Background: an optimization exercise with open tools, aiming at small area. Do not read the settings as production practice. At most, simulation tests tie the RTL to the original design; equivalence was not proved. No activity file was given, so power comes from the tool's default toggle rates.

## myFFT16
module myFFT16 (
    input         i_clk,
    input         i_reset,
    input         i_valid,
    input  [15:0] i_data_in_i,
    input  [15:0] i_data_in_q,
    output [17:0] o_data_out_i,
    output [17:0] o_data_out_q,
    output        o_complete,
    output [2:0]  o_stateFFT,
    input         i_flag_ready_recive,
    output        o_flag_wayt_data
);
Size: about 10000 cells after synthesis, roughly 3100 flip-flops, roughly 150000 um^2 of cells after synthesis.
==> flow/config.mk <==
export PLATFORM = sky130hd
export DESIGN_NAME = myFFT16
export DESIGN_NICKNAME = myFFT16
export VERILOG_FILES = /design/flow/design.v
export SDC_FILE = /design/flow/constraint.sdc
export NUM_CORES = 4
export LEC_CHECK = 0
export CAP_MARGIN = 0
export CORE_MARGIN = 2
export CORE_UTILIZATION = 60
export CTS_BUF_LIST = sky130_fd_sc_hd__clkbuf_8
export CTS_CLUSTER_DIAMETER = 60
export CTS_CLUSTER_SIZE = 16
export PLACE_DENSITY = 0.75
export SLEW_MARGIN = 0
==> flow/constraint.sdc <==
create_clock -name core_clock -period 10.0 [get_ports {i_clk}]
set_input_delay 2.0000 -clock core_clock [delete_from_list [all_inputs] [get_ports {i_clk}]]
set_output_delay 2.0000 -clock core_clock [all_outputs]
set_load 0.01 [all_outputs]
standard.sh (not shown) runs the stock make flow with config.mk's settings and CLKGATE_MAP_FILE= SYNTH_SCRIPT=/design/flow/synth_recipe.tcl, a recipe that flattens the netlist after the stock synthesis.
==> flow/flow/run.sh <==
#!/bin/bash
set -e
export CTS_ARGS="-sink_clustering_enable -repair_clock_nets -dont_use_dummy_load -sink_clustering_size 16 -sink_clustering_max_diameter 60 -buf_list sky130_fd_sc_hd__clkbuf_8"
bash standard.sh > standard.log 2>&1
Then changed:
==> flow/flow/run.sh (replaced) <==
#!/bin/bash
set -e
export CTS_ARGS="-sink_clustering_enable -repair_clock_nets -dont_use_dummy_load -sink_clustering_size 10 -sink_clustering_max_diameter 50 -buf_list sky130_fd_sc_hd__clkbuf_4"
bash standard.sh > standard.log 2>&1
CTS_BUF_LIST = sky130_fd_sc_hd__clkbuf_4   (was sky130_fd_sc_hd__clkbuf_8)
CTS_CLUSTER_DIAMETER = 50   (was 60)
CTS_CLUSTER_SIZE = 10   (was 16)
PLACE_DENSITY = unset   (was 0.75)
Register-to-register slack hardly moves.
Final area hardly moves.
Clock skew went up by 0.086 ns.
Then changed:
==> flow/flow/run.sh (replaced) <==
#!/bin/bash
set -e
export CTS_ARGS="-sink_clustering_enable -repair_clock_nets -dont_use_dummy_load -sink_clustering_size 16 -sink_clustering_max_diameter 60 -buf_list sky130_fd_sc_hd__clkbuf_8"
bash standard.sh > standard.log 2>&1
CTS_BUF_LIST = sky130_fd_sc_hd__clkbuf_8   (was sky130_fd_sc_hd__clkbuf_4)
CTS_CLUSTER_DIAMETER = 60   (was 50)
CTS_CLUSTER_SIZE = 16   (was 10)
GPL_TIMING_DRIVEN = 0   (was unset)
PLACE_DENSITY = 0.75   (was unset)
=> Die area does not change. Maximum frequency went down by roughly a tenth. Sequential cell count stays the same. Non-clock buffer count went up by 342. Global-route usage went up by 1.2 points.
Then changed:
GPL_TIMING_DRIVEN = unset   (was 0)
PLACE_DENSITY = unset   (was 0.75)
Non-clock buffer count fell by 342.
Register-to-register slack is better by 1.1 ns.
Fmax rose by roughly a tenth.
Clock power rose slightly.
Final area fell slightly.

---

== old ==
Another version of the RTL of myFFT16 (not shown whole).
clock: 10.0 ns
lec_check: 0
cap_margin: 0
core_margin: 2
core_utilization: 60
cts_buf_list: sky130_fd_sc_hd__clkbuf_8
cts_cluster_diameter: 60
cts_cluster_size: 16
slew_margin: 0
==> flow/flow/run.sh <==
#!/bin/bash
set -e
export CTS_ARGS="-sink_clustering_enable -repair_clock_nets -dont_use_dummy_load -sink_clustering_size 16 -sink_clustering_max_diameter 60 -buf_list sky130_fd_sc_hd__clkbuf_8"
bash standard.sh > standard.log 2>&1
old completed; timing, DRC and antenna clean
Input changes introduced in new (baseline for comparison: old):
- CTS_CLUSTER_DIAMETER: 60 -> 80
- CTS_CLUSTER_SIZE: 16 -> 24
- CTS_BUF_LIST: sky130_fd_sc_hd__clkbuf_8 -> sky130_fd_sc_hd__clkbuf_16
==> flow/flow/run.sh <==
#!/bin/bash
set -e
export CTS_ARGS="-sink_clustering_enable -repair_clock_nets -dont_use_dummy_load -sink_clustering_size 24 -sink_clustering_max_diameter 80 -buf_list sky130_fd_sc_hd__clkbuf_16"
bash standard.sh > standard.log 2>&1
--- outcome ---
Number of buffers created by CTS delta for new relative to old: 82 lower
On final cell count, the higher figure sits with old, not new.
Lower initial DRC count among old and new: old
From new to old, final hold violation count did not move at all.
new: proportion of power drawn by the clock network is 2.3 points higher than what old reported.
Fmax delta (new − old): unfavourable
Across both runs, met2 track utilization from global routing was lower for new than for old.
The higher time the final worst path needs with I/O delays and setup came out of new.

---

myFFT16, a different RTL version from the one above (not shown whole).
Size in the first run: ~11000 cells after synthesis, about 77 I/O pins, ~160000 um^2 of cells after synthesis.
==> flow/config.mk <==
export PLATFORM = sky130hd
export DESIGN_NAME = myFFT16
export DESIGN_NICKNAME = myFFT16
export VERILOG_FILES = /design/flow/design.v
export SDC_FILE = /design/flow/constraint.sdc
export NUM_CORES = 4
export LEC_CHECK = 0
export CAP_MARGIN = 20
export CORE_MARGIN = 2
export CORE_UTILIZATION = 55
export CTS_BUF_LIST = sky130_fd_sc_hd__clkbuf_16
export CTS_CLUSTER_DIAMETER = 100
export CTS_CLUSTER_SIZE = 30
export SLEW_MARGIN = 20
==> flow/constraint.sdc <==
create_clock -name core_clock -period 10.0 [get_ports {i_clk}]
set_input_delay 2.0000 -clock core_clock [delete_from_list [all_inputs] [get_ports {i_clk}]]
set_output_delay 2.0000 -clock core_clock [all_outputs]
set_load 0.01 [all_outputs]
run.sh (not shown) runs the stock make flow with config.mk's settings and CLKGATE_MAP_FILE= SYNTH_SCRIPT=/design/flow/synth_recipe.tcl, a recipe that flattens the netlist after the stock synthesis.
Stock flow here: none of the scripts above is used.
==> next run, changes <==
CTS_BUF_LIST = sky130_fd_sc_hd__clkbuf_4   (was sky130_fd_sc_hd__clkbuf_16)
CTS_CLUSTER_DIAMETER = default   (was 100)
CTS_CLUSTER_SIZE = default   (was 30)
Result:
- The changed run finished clean
- routed wire length goes up by 2.4%
- maximum frequency goes up by about 0.54%
- clock-buffer cell count goes up by 1042
- power goes up by about 19%
- sequential share of layout area goes down by 1.9 points
- synthesized area does not change
- global-route usage goes up by 0.59 points
- non-clock buffer count goes up by 1
- via count goes up by 5.4%
- setup slack gains 0.046 ns
- die area is unchanged
Function was not checked in any run of this note: the RTL went through the layout flow alone.

---

Another version of the RTL of myFFT16 (not shown whole).
Size in the first run: ~10,000 cells after synthesis.
Settings: LEC_CHECK=0, CAP_MARGIN=0, CORE_MARGIN=2, CORE_UTILIZATION=70, CTS_BUF_LIST=sky130_fd_sc_hd__clkbuf_8, CTS_CLUSTER_DIAMETER=60, CTS_CLUSTER_SIZE=16, GPL_ROUTABILITY_DRIVEN=0, GPL_TIMING_DRIVEN=0, SLEW_MARGIN=0; clock period 10.0 ns.
The baseline completed without violations.
Then changed:
==> flow/flow/run.sh (new file) <==
#!/bin/bash
set -e
export CTS_ARGS="-sink_clustering_enable -repair_clock_nets -dont_use_dummy_load -sink_clustering_size 16 -sink_clustering_max_diameter 60 -buf_list sky130_fd_sc_hd__clkbuf_8"
bash standard.sh > standard.log 2>&1
==> flow/standard.sh (new file) <==
#!/bin/bash
# synth_recipe.tcl (not shown) runs the flow's synth.tcl, then flattens the netlist and writes it again
# the make line also repeats each setting of config.mk as NAME=value (left out here)
make -C /OpenROAD-flow-scripts/flow DESIGN_CONFIG=/design/flow/config.mk WORK_HOME=/design/flow/orfs CLKGATE_MAP_FILE= SYNTH_SCRIPT=/design/flow/synth_recipe.tcl "${@:-finish}"
- CORE_UTILIZATION: 70 -> 60
- GPL_ROUTABILITY_DRIVEN: 0 -> default
- GPL_TIMING_DRIVEN: 0 -> default
removed: flow/run.sh
Effect: Routed wire length fell by a few percent. Critical path depth fell by 6. Fmax rose by roughly a tenth. Setup slack improves by 1100 ps. Synthesized cell count stays the same. Count of clock-buffer cells in the layout rose by 15. Utilization fell by 12 points.
Then changed:
==> flow/run.sh (new file) <==
#!/bin/bash
# synth_recipe.tcl (not shown) runs the flow's synth.tcl, then flattens the netlist and writes it again
# the make line also repeats each setting of config.mk as NAME=value (left out here)
make -C /OpenROAD-flow-scripts/flow DESIGN_CONFIG=/design/flow/config.mk WORK_HOME=/design/flow/orfs CLKGATE_MAP_FILE= SYNTH_SCRIPT=/design/flow/synth_recipe.tcl finish
removed: flow/flow/run.sh
removed: flow/standard.sh
Count of clock-buffer cells in the layout climbs by 8.
Fmax is about the same.
Synthesized area is unchanged.
Critical path depth does not change.
Total power climbs by 4.1%.
Via count went up by 0.50%.
Worst setup slack gains 25 ps.
First-iteration DRC count climbs by 6.7%.

---

02-06:
myFFT16, a different RTL version from the one above (not shown whole).
For scale: about 10000 cells after synthesis, ~3100 flip-flops, ~77 I/O pins, ~160000 um^2 of cells after synthesis.
==> flow/design.v (excerpt) <==
module myFFT16 (
    input         i_clk,
    input         i_reset,
    input         i_valid,
    input  [15:0] i_data_in_i,
    input  [15:0] i_data_in_q,
    output [17:0] o_data_out_i,
    output [17:0] o_data_out_q,
    output        o_complete,
    output [2:0]  o_stateFFT,
    input         i_flag_ready_recive,
    output        o_flag_wayt_data
);
    myFFT #(.SIZE_BUFFER(4), .DATA_FFT_SIZE(16), .FAST("slow"), .TYPE("forvard"),
            .COMPENS_FP("add"), .MIN_FFT_x4(1), .USE_ROUND(1), .USE_DSP(1),
            .PARAREL_FFT(9'b111111111))
    u_fft (
        .i_clk(i_clk),
        .i_reset(i_reset),
        .i_valid(i_valid),
        .i_data_in_i(i_data_in_i),
        .i_data_in_q(i_data_in_q),
        .o_data_out_i(o_data_out_i),
        .o_data_out_q(o_data_out_q),
        .o_complete(o_complete),
        .o_stateFFT(o_stateFFT),
        .i_flag_ready_recive(i_flag_ready_recive),
        .o_flag_wayt_data(o_flag_wayt_data)
    );
endmodule
make LEC_CHECK=0 CAP_MARGIN=0 CORE_MARGIN=2 CORE_UTILIZATION=60 CTS_BUF_LIST=sky130_fd_sc_hd__clkbuf_16 CTS_CLUSTER_DIAMETER=80 CTS_CLUSTER_SIZE=22 SLEW_MARGIN=0 finish   # period 10.0 ns
Stock flow here: none of the scripts above is used.
02-06: all stages complete, timing, DRC and antenna checks passed
Setup changes, 02-06 to 12-23
Settings: CTS_BUF_LIST: sky130_fd_sc_hd__clkbuf_16 -> sky130_fd_sc_hd__clkbuf_8; CTS_CLUSTER_DIAMETER: 80 -> 60; CTS_CLUSTER_SIZE: 22 -> 16.
[summary]
Diff 02-06 -> 12-23 | slack of the critical path | increase of 140 ps. Looking at 12-23 and 02-06, the arrival time at the worst endpoint is a wash. Going from 02-06 to 12-23, number of DRC markers after the initial detailed-route iteration went down by 301, met1 global-route usage went down by 0.53 points, part of the power in the clock network went down by 2.5 points, first-pass GRT wire length was more or less identical, synthesized-area fraction occupied by ao, oa, aoi and oai cells was more or less identical. Compare 12-23 and 02-06 | final area higher: 02-06. 12-23 vs 02-06, required time reported for the critical path endpoint went up by 160 ps. On clock-pin slew on the worst setup and hold paths, 12-23 tracks 02-06 almost exactly. Global-route usage: 12-23 vs 02-06 — no meaningful difference.
Function was not checked in any run of this note: the RTL went through the layout flow alone.

==> re-timing with driven ports <==
No port has a modelled driver above. Below, the same layouts with a new extraction and two added sets of constraints.
Step 1 (the two cells are an assumption about what drives the block):
set clk [get_ports {i_clk}]
set_driving_cell -lib_cell sky130_fd_sc_hd__clkbuf_16 $clk
set_driving_cell -lib_cell sky130_fd_sc_hd__buf_2 [delete_from_list [all_inputs] $clk]
Step 2 moves the port delays by t, midway between the first and last clock arrival at a register: inputs arrive t later, outputs are due t later. That takes back most of the time a late clock gives input paths.
Three values: ideal ports, drivers, drivers and shift; two values: the first two.
run | shift t [ns] | setup WS [ns] | hold slack, ns | worst setup path at the end | clock arrival spread, ns
the first run of note 1 | 1.082 | 1.487 / 1.487 / 0.510 | 0.328 / 0.328 / 0.328 | input to register | 0.178 / 0.179
the second run of note 1 | 1.441 | 1.486 / 1.486 / 0.616 | 0.267 / 0.267 / 0.267 | input to register | 0.278 / 0.278
the third run of note 1 | 1.041 | 0.378 / 0.378 / -0.058 | 0.306 / 0.306 / 0.306 | input to register | 0.190 / 0.190
the fourth run of note 1 | 1.067 | 1.525 / 1.525 / 0.589 | 0.270 / 0.270 / 0.270 | input to register | 0.219 / 0.219
old | 1.073 | 1.527 / 1.527 / 0.708 | 0.341 / 0.341 / 0.341 | input to register | 0.222 / 0.222
new | 0.900 | 1.426 / 1.426 / 0.632 | 0.339 / 0.339 / 0.339 | input to register | 0.157 / 0.157
the first run of note 3 | 0.935 | 1.410 / 1.410 / 0.808 | 0.381 / 0.381 / 0.381 | input to register | 0.062 / 0.063
the second run of note 3 | 1.543 | 1.456 / 1.456 / 0.758 | 0.310 / 0.310 / 0.310 | input to register | 0.206 / 0.206
the first run of note 4 | 1.132 | 0.374 / 0.374 / -0.184 | 0.370 / 0.370 / 0.370 | input to register | 0.106 / 0.107
the second run of note 4 | 1.099 | 1.440 / 1.499 / 0.400 | 0.330 / 0.330 / 0.330 | input to register | 0.190 / 0.190
the third run of note 4 | 1.135 | 1.464 / 1.520 / 0.385 | 0.327 / 0.327 / 0.327 | input to register | 0.128 / 0.127
02-06 | 0.949 | 1.259 / 1.333 / 0.385 | 0.368 / 0.368 / 0.368 | input to register | 0.091 / 0.091
12-23 | 1.084 | 1.395 / 1.420 / 0.382 | 0.309 / 0.309 / 0.309 | input to register | 0.150 / 0.150
With both steps, setup timing fails in the third run of note 1 and the first run of note 4, where it was met with ideal ports. The setup slack of the third run of note 4, which loses most, moves by +0.056 ns with the drivers and by -1.079 ns with both steps.
